What follows belongs to an exercise in optimizing a design on an open flow for small area; a production flow would make more cautious choices.
At most, simulation tests tie the RTL to the original design; equivalence was not proved.
No driver is modelled on the clock port, so clocking that relies on it looks cheaper here than on a real chip.
Power and IR drop assume default switching activity.

==> 09-06: inputs <==
Design votingMachine, start of the top module:
module votingMachine(
  input        clock,
  input        reset,
  input        mode,
  input        button1_raw,
  input        button2_raw,
  input        button3_raw,
  input        button4_raw,
  output [7:0] led,
  output [2:0] winner_id,
  output [7:0] winner_votes,
  output       tie,
  output [7:0] cand1_count,
  output [7:0] cand2_count,
  output [7:0] cand3_count,
  output [7:0] cand4_count
);
==> module buttonControl, before the edit <==
module buttonControl (
  input  wire clock,
  input  wire reset,
  input  wire button_raw,
  output wire valid_vote,
  output wire pressed_level
);
  reg       sync_0;
  reg [8:0] debounce_cnt;
  reg       debounced;
  reg [3:0] hold_cnt;
  wire mismatch = sync_0 ^ debounced;
  localparam [8:0] INV = 9'b010101010;
  wire [8:0] lfsr   = debounce_cnt ^ INV;
  wire term     = (lfsr == 9'd67);
  wire clr      = reset | ~mismatch | term;
  wire [8:0] lfsr_next = {lfsr[7:0], ~(lfsr[8] ^ lfsr[4])};
  reg [3:0] hold_next;
  always @(*) begin
    if (reset)
      hold_next = 4'd0;
    else if (debounced)
      hold_next = (hold_cnt == 4'd13) ? 4'd13 : hold_cnt + 4'd1;
    else
      hold_next = (hold_cnt == 4'd0 || hold_cnt == 4'd15) ? 4'd0 : 4'd15;
  end
  always @(posedge clock) begin
    sync_0       <= ~reset & button_raw;
    debounce_cnt <= clr ? INV : lfsr_next ^ INV;
    debounced    <= ~reset & (debounced ^ (mismatch & term));
    hold_cnt     <= hold_next;
  end
  assign valid_vote    = (hold_cnt == 4'd12);
  assign pressed_level = (hold_cnt >= 4'd2);
endmodule
==> module voteLogger, before the edit <==
module voteLogger(
  input             clock,
  input             reset,
  input             mode,
  input             cand1_vote_valid,
  input             cand2_vote_valid,
  input             cand3_vote_valid,
  input             cand4_vote_valid,
  output reg [7:0]  cand1_vote_recvd,
  output reg [7:0]  cand2_vote_recvd,
  output reg [7:0]  cand3_vote_recvd,
  output reg [7:0]  cand4_vote_recvd
);
  always @(posedge clock) begin
    if (reset) begin
      cand1_vote_recvd <= 8'd0;
      cand2_vote_recvd <= 8'd0;
      cand3_vote_recvd <= 8'd0;
      cand4_vote_recvd <= 8'd0;
    end else if (mode == 1'b0) begin
      if (cand1_vote_valid)
        cand1_vote_recvd <= cand1_vote_recvd + 1'b1;
      else if (cand2_vote_valid)
        cand2_vote_recvd <= cand2_vote_recvd + 1'b1;
      else if (cand3_vote_valid)
        cand3_vote_recvd <= cand3_vote_recvd + 1'b1;
      else if (cand4_vote_valid)
        cand4_vote_recvd <= cand4_vote_recvd + 1'b1;
    end
  end
endmodule
==> module modeControl, before the edit <==
module modeControl(
  input             clock,
  input             reset,
  input             mode,
  input             valid_vote_casted,
  input      [7:0]  candidate1_vote,
  input      [7:0]  candidate2_vote,
  input      [7:0]  candidate3_vote,
  input      [7:0]  candidate4_vote,
  input             candidate1_button_pressed_level,
  input             candidate2_button_pressed_level,
  input             candidate3_button_pressed_level,
  input             candidate4_button_pressed_level,
  output     [7:0]  leds
);
  reg [6:0] flash;
  wire flash_on = |flash;
  wire fb = flash[5] ? ~flash[6] : (flash[6] & |flash[4:0]);
  always @(posedge clock) begin
    if (reset)
      flash <= 7'd0;
    else if (valid_vote_casted)
      flash <= 7'd72;
    else
      flash <= {flash[5:0], fb};
  end
  reg sel_on, sel_1, sel_2, sel_3, sel_4;
  wire p1 = candidate1_button_pressed_level;
  wire p2 = candidate2_button_pressed_level;
  wire p3 = candidate3_button_pressed_level;
  wire p4 = candidate4_button_pressed_level;
  always @(posedge clock) begin
    sel_on <= ~reset & ~mode & flash_on;
    sel_1  <= ~reset & mode & p1;
    sel_2  <= ~reset & mode & ~p1 & p2;
    sel_3  <= ~reset & mode & ~p1 & ~p2 & p3;
    sel_4  <= ~reset & mode & ~p1 & ~p2 & ~p3 & p4;
  end
  assign leds = {8{sel_on}}
              | ({8{sel_1}} & candidate1_vote)
              | ({8{sel_2}} & candidate2_vote)
              | ({8{sel_3}} & candidate3_vote)
              | ({8{sel_4}} & candidate4_vote);
endmodule
==> flow/config.mk <==
export PLATFORM = sky130hd
export DESIGN_NAME = votingMachine
export DESIGN_NICKNAME = votingMachine
export VERILOG_FILES = /design/flow/design.v
export SDC_FILE = /design/flow/constraint.sdc
export NUM_CORES = 4
export LEC_CHECK = 0
export ABC_AREA = 1
export CAP_MARGIN = 20
export CORE_MARGIN = 2
export CORE_UTILIZATION = 60
export SLEW_MARGIN = 20
==> flow/constraint.sdc <==
create_clock -name core_clock -period 15.0 [get_ports {clock}]
set_input_delay 3.0000 -clock core_clock [delete_from_list [all_inputs] [get_ports {clock}]]
set_output_delay 3.0000 -clock core_clock [all_outputs]
set_load 0.01 [all_outputs]
standard.sh (not shown) runs the stock make flow with config.mk's settings and CLKGATE_MAP_FILE= SYNTH_SCRIPT=/design/flow/synth_recipe.tcl, a recipe that flattens the netlist after the stock synthesis.
==> flow/flow/run.sh <==
#!/bin/bash
# Own layout flow: the standard ORFS flow (standard.sh) with
#  - an area-oriented ABC mapping script (area.abc) in place of ORFS's,
#    applied through a wrapper around the standard flow's unchanged synthesis script;
#  - the smallest buffer for the port buffers;
#  - clock tree synthesis with small clock buffers and no dummy loads.
# Each tool's output goes to a log in this folder.
set -uo pipefail
HERE=$(pwd)
cat > my_synth.tcl <<EOT
proc abc {args} {
  set i [lsearch -exact \$args -script]
  if {\$i >= 0} { lset args [expr {\$i+1}] $HERE/flow/area.abc }
  puts "abc wrapper: [join \$args]"
  yosys abc {*}\$args
}
source $HERE/synth_recipe.tcl
EOT
source flow/settings.sh
bash standard.sh SYNTH_SCRIPT=$HERE/my_synth.tcl "${EXTRA[@]}" finish > flow_make.log 2>&1
rc=$?
cp -r orfs/logs/sky130hd/votingMachine/base orfs_logs 2>/dev/null
exit $rc
==> flow/flow/area.abc <==
strash; &get -n; &dch -f; &nf -R 1000; &put
==> flow/flow/settings.sh <==
EXTRA=(
  "BUFFER_PORTS_ARGS=-buffer_cell sky130_fd_sc_hd__buf_1"
  "CTS_ARGS=-sink_clustering_enable -repair_clock_nets -dont_use_dummy_load -buf_list sky130_fd_sc_hd__clkbuf_8"
)
==> 03-09 (differences from 09-06) <==
--- a/flow/design.v
+++ b/flow/design.v
@@ -12,5 +12,5 @@
   wire mismatch = sync_0 ^ debounced;
-  localparam [8:0] INV = 9'b010101010;
+  localparam [8:0] INV = 9'b101010101;
   wire [8:0] lfsr   = debounce_cnt ^ INV;
-  wire term     = (lfsr == 9'd67);
+  wire term     = (lfsr == 9'd148);
   wire clr      = reset | ~mismatch | term;
@@ -19,8 +19,37 @@
   always @(*) begin
-    if (reset)
-      hold_next = 4'd0;
-    else if (debounced)
-      hold_next = (hold_cnt == 4'd13) ? 4'd13 : hold_cnt + 4'd1;
-    else
-      hold_next = (hold_cnt == 4'd0 || hold_cnt == 4'd15) ? 4'd0 : 4'd15;
+    case ({debounced, hold_cnt})
+      5'd0 : hold_next = 4'd12;
+      5'd1 : hold_next = 4'd12;
+      5'd2 : hold_next = 4'd12;
+      5'd3 : hold_next = 4'd12;
+      5'd4 : hold_next = 4'd12;
+      5'd5 : hold_next = 4'd12;
+      5'd6 : hold_next = 4'd12;
+      5'd7 : hold_next = 4'd12;
+      5'd8 : hold_next = 4'd8;
+      5'd9 : hold_next = 4'd12;
+      5'd10: hold_next = 4'd12;
+      5'd11: hold_next = 4'd12;
+      5'd12: hold_next = 4'd8;
+      5'd13: hold_next = 4'd12;
+      5'd14: hold_next = 4'd8;
+      5'd15: hold_next = 4'd12;
+      5'd16: hold_next = 4'd1;
+      5'd17: hold_next = 4'd3;
+      5'd18: hold_next = 4'd5;
+      5'd19: hold_next = 4'd6;
+      5'd20: hold_next = 4'd9;
+      5'd21: hold_next = 4'd11;
+      5'd22: hold_next = 4'd13;
+      5'd23: hold_next = 4'd15;
+      5'd24: hold_next = 4'd0;
+      5'd25: hold_next = 4'd2;
+      5'd26: hold_next = 4'd4;
+      5'd27: hold_next = 4'd7;
+      5'd28: hold_next = 4'd8;
+      5'd29: hold_next = 4'd10;
+      5'd30: hold_next = 4'd8;
+      5'd31: hold_next = 4'd15;
+    endcase
+    if (reset) hold_next = 4'd8;
   end
@@ -28,3 +57,3 @@
     sync_0       <= ~reset & button_raw;
-    debounce_cnt <= clr ? INV : lfsr_next ^ INV;
+    debounce_cnt <= clr ? (9'd170 ^ INV) : lfsr_next ^ INV;
     debounced    <= ~reset & (debounced ^ (mismatch & term));
@@ -32,4 +61,4 @@
   end
-  assign valid_vote    = (hold_cnt == 4'd12);
-  assign pressed_level = (hold_cnt >= 4'd2);
+  assign valid_vote    = (hold_cnt == 4'd7);
+  assign pressed_level = (hold_cnt != 4'd8) & (hold_cnt != 4'd0);
 endmodule
@@ -48,18 +77,22 @@
 );
-  always @(posedge clock) begin
-    if (reset) begin
-      cand1_vote_recvd <= 8'd0;
-      cand2_vote_recvd <= 8'd0;
-      cand3_vote_recvd <= 8'd0;
-      cand4_vote_recvd <= 8'd0;
-    end else if (mode == 1'b0) begin
-      if (cand1_vote_valid)
-        cand1_vote_recvd <= cand1_vote_recvd + 1'b1;
-      else if (cand2_vote_valid)
-        cand2_vote_recvd <= cand2_vote_recvd + 1'b1;
-      else if (cand3_vote_valid)
-        cand3_vote_recvd <= cand3_vote_recvd + 1'b1;
-      else if (cand4_vote_valid)
-        cand4_vote_recvd <= cand4_vote_recvd + 1'b1;
+  wire en1 = ~mode & cand1_vote_valid;
+  wire en2 = ~mode & ~cand1_vote_valid & cand2_vote_valid;
+  wire en3 = ~mode & ~cand1_vote_valid & ~cand2_vote_valid & cand3_vote_valid;
+  wire en4 = ~mode & ~cand1_vote_valid & ~cand2_vote_valid & ~cand3_vote_valid & cand4_vote_valid;
+  function [7:0] inc(input [7:0] c, input en);
+    reg t;
+    integer i;
+    begin
+      t = en;
+      for (i = 0; i < 8; i = i + 1) begin
+        inc[i] = c[i] ^ t;
+        t = t & c[i];
+      end
     end
+  endfunction
+  always @(posedge clock) begin
+    cand1_vote_recvd <= reset ? 8'd0 : inc(cand1_vote_recvd, en1);
+    cand2_vote_recvd <= reset ? 8'd0 : inc(cand2_vote_recvd, en2);
+    cand3_vote_recvd <= reset ? 8'd0 : inc(cand3_vote_recvd, en3);
+    cand4_vote_recvd <= reset ? 8'd0 : inc(cand4_vote_recvd, en4);
   end
@@ -81,12 +114,14 @@
 );
-  reg [6:0] flash;
+  reg [6:0] flash_r;
+  localparam [6:0] INV = 7'b1010101;
+  wire [6:0] flash = flash_r ^ INV;
   wire flash_on = |flash;
-  wire fb = flash[5] ? ~flash[6] : (flash[6] & |flash[4:0]);
+  wire fb = (flash[6] ^ flash[5]) & |flash[5:0];
   always @(posedge clock) begin
     if (reset)
-      flash <= 7'd0;
+      flash_r <= INV;
     else if (valid_vote_casted)
-      flash <= 7'd72;
+      flash_r <= 7'd72 ^ INV;
     else
-      flash <= {flash[5:0], fb};
+      flash_r <= {flash[5:0], fb} ^ INV;
   end
--- a/flow/flow/run.sh
+++ b/flow/flow/run.sh
@@ -2,6 +2,8 @@
 # Own layout flow: the standard ORFS flow (standard.sh) with
-#  - an area-oriented ABC mapping script (area.abc) in place of ORFS's,
+#  - no separate adder mapping, and an area-oriented ABC mapping script (area.abc) in place of ORFS's,
 #    applied through a wrapper around the standard flow's unchanged synthesis script;
 #  - the smallest buffer for the port buffers;
-#  - clock tree synthesis with small clock buffers and no dummy loads.
+#  - clock tree synthesis with clkbuf_4 buffers and no dummy loads, after
+#    which post_cts.tcl upsizes to clkbuf_8 the leaf buffers whose
+#    flip-flop clock pins would otherwise see a slow slew.
 # Each tool's output goes to a log in this folder.
==> flow/flow/post_cts.tcl (new file) <==
# Upsize clock-tree leaf buffers whose flip-flop clock pins would see a slow
# slew: CTS builds the tree with clkbuf_4, which is enough for most leaves.
# Only buffers that drive flip-flop clock pins are looked at.
estimate_parasitics -placement
set changed 0
foreach inst [get_cells clkbuf_*] {
  if {[get_property $inst ref_name] ne "sky130_fd_sc_hd__clkbuf_4"} { continue }
  set net [get_nets -of_objects [get_pins -of_objects $inst -filter "direction==output"]]
  set mx 0
  foreach p [get_pins -of_objects $net -filter "direction==input"] {
    if {[get_property $p lib_pin_name] ne "CLK"} { continue }
    set s [get_property $p slew_max]
    if {$s > $mx} { set mx $s }
  }
  if {$mx > 0.110} {
    puts "upsizing [get_property $inst full_name]: slew $mx"
    replace_cell $inst [get_lib_cells */sky130_fd_sc_hd__clkbuf_8]
    incr changed
  }
}
if {$changed > 0} {
  detailed_placement
  estimate_parasitics -placement
}
==> flow/flow/settings.sh (replaced) <==
EXTRA=(
  "ADDER_MAP_FILE="
  "BUFFER_PORTS_ARGS=-buffer_cell sky130_fd_sc_hd__buf_1"
  "CTS_ARGS=-sink_clustering_enable -repair_clock_nets -dont_use_dummy_load -buf_list sky130_fd_sc_hd__clkbuf_4"
  "POST_CTS_TCL=$HERE/flow/post_cts.tcl"
)
PLACE_DENSITY = 0.85   (was unset)
==> 02-11 (differences from 09-06) <==
--- a/flow/design.v
+++ b/flow/design.v
@@ -7,3 +7,3 @@
 );
-  reg       sync_0;
+  reg       sync_0, sync_1;
   reg [8:0] debounce_cnt;
@@ -11,25 +11,20 @@
   reg [3:0] hold_cnt;
-  wire mismatch = sync_0 ^ debounced;
-  localparam [8:0] INV = 9'b010101010;
-  wire [8:0] lfsr   = debounce_cnt ^ INV;
-  wire term     = (lfsr == 9'd67);
+  wire mismatch = sync_1 ^ debounced;
+  wire term     = (debounce_cnt == 9'd67);
   wire clr      = reset | ~mismatch | term;
-  wire [8:0] lfsr_next = {lfsr[7:0], ~(lfsr[8] ^ lfsr[4])};
-  reg [3:0] hold_next;
-  always @(*) begin
-    if (reset)
-      hold_next = 4'd0;
-    else if (debounced)
-      hold_next = (hold_cnt == 4'd13) ? 4'd13 : hold_cnt + 4'd1;
-    else
-      hold_next = (hold_cnt == 4'd0 || hold_cnt == 4'd15) ? 4'd0 : 4'd15;
-  end
+  wire [8:0] lfsr_next = {debounce_cnt[7:0], ~(debounce_cnt[8] ^ debounce_cnt[4])};
   always @(posedge clock) begin
     sync_0       <= ~reset & button_raw;
-    debounce_cnt <= clr ? INV : lfsr_next ^ INV;
+    sync_1       <= sync_0;
+    debounce_cnt <= clr ? 9'd0 : lfsr_next;
     debounced    <= ~reset & (debounced ^ (mismatch & term));
-    hold_cnt     <= hold_next;
+    if (reset | ~debounced)
+      hold_cnt <= 4'd0;
+    else if (hold_cnt[3] & hold_cnt[2])
+      hold_cnt <= hold_cnt;
+    else
+      hold_cnt <= hold_cnt + 4'd1;
   end
-  assign valid_vote    = (hold_cnt == 4'd12);
-  assign pressed_level = (hold_cnt >= 4'd2);
+  assign valid_vote    = hold_cnt[3] & hold_cnt[1] & hold_cnt[0];
+  assign pressed_level = |hold_cnt;
 endmodule
==> flow/run.sh (new file) <==
#!/bin/bash
# synth_recipe.tcl (not shown) runs the flow's synth.tcl, then flattens the netlist and writes it again
# the make line also repeats each setting of config.mk as NAME=value (left out here)
make -C /OpenROAD-flow-scripts/flow DESIGN_CONFIG=/design/flow/config.mk WORK_HOME=/design/flow/orfs CLKGATE_MAP_FILE= SYNTH_SCRIPT=/design/flow/synth_recipe.tcl finish
CORE_UTILIZATION = 40   (was 60)
removed: flow/flow/run.sh
removed: flow/flow/area.abc
removed: flow/flow/settings.sh
removed: flow/standard.sh
==> notes.md <==
	02-11	09-06	03-09
Share of the synthesized area in compound gates (AO/OA/AOI/OAI)	14.8%	21.6%	19.1%
Total number of vias	4,388	3,913	3,536
CTS Sinks	108	104	104
Multi-input logic portion of the cell area	38.3%	44.7%	39.9%
CTS clock-pin slew for the worst setup and hold paths	70 ps	100 ps	110 ps
Minimum clock period	7420 ps	10,550 ps	10,810 ps
Multiplexer share of the synthesized area	0%	0.939%	1.02%
Overall die height	117 um	88.3 um	84.7 um
Fraction of standard cell area that is sequential	35.2%	43.9%	48.0%
Run status	timing/DRC/antenna clean	timing/DRC/antenna clean	timing/DRC/antenna clean
Aggregate global-route resource usage	18.2%	24.7%	25.5%
Effective utilization at floorplan	40.6%	62.4%	61.9%
Register share of total power	54.0%	64.0%	68.2%
Routed WL per cell	12.7 um	14.6 um	14.6 um
Fin worst setup slack	7580 ps	4450 ps	4190 ps
Placer Congestion	0.856	1.00	0.962
Wire length of the first global-routing pass	19,600 um	15,300 um	15,000 um
Clk pwr share	44.4%	29.0%	29.6%
Final cycle utilization of the critical path	49.5%	70.4%	72.1%
Placed cell area	0.00585 mm^2	0.00462 mm^2	0.00423 mm^2
HPWL after detailed placement	8720 um	6890 um	6110 um
Sequential cell area fraction in the yosys report	42.6%	48.8%	53.3%
Net count, final	751	572	521
Worst setup path endpoint	tie	winner_id[0]	winner_id[0]
Only the layout flow was run in 09-06; the RTL was not checked for function there.

-- separate check: timing with driven ports --
No port has a modelled driver above. Below, the same layouts with a new extraction and two added sets of constraints. Step 1 assumes that a clkbuf_16 drives the clock port and a buf_2 every other input. Step 2 also shifts input and output timing later by t, the mid clock arrival at the registers, as if the neighbouring blocks saw the same clock. Three values: ideal, step 1, step 2; two values: the first two.
run | t, ns | setup WS [ns] | worst setup path at the end | latest minus earliest clock arrival (ns) | worst slew at a driven data input, ns
09-06 | 0.374 | 4.447 / 4.416 / 4.790 | register to output | 0.038 / 0.038 | 0.04
03-09 | 0.454 | 4.188 / 4.159 / 4.612 | register to output | 0.033 / 0.033 | 0.03
02-11 | 0.384 | 7.580 / 7.546 / 7.929 | register to output | 0.009 / 0.009 | 0.03
After both steps setup and hold are still met in every run listed.
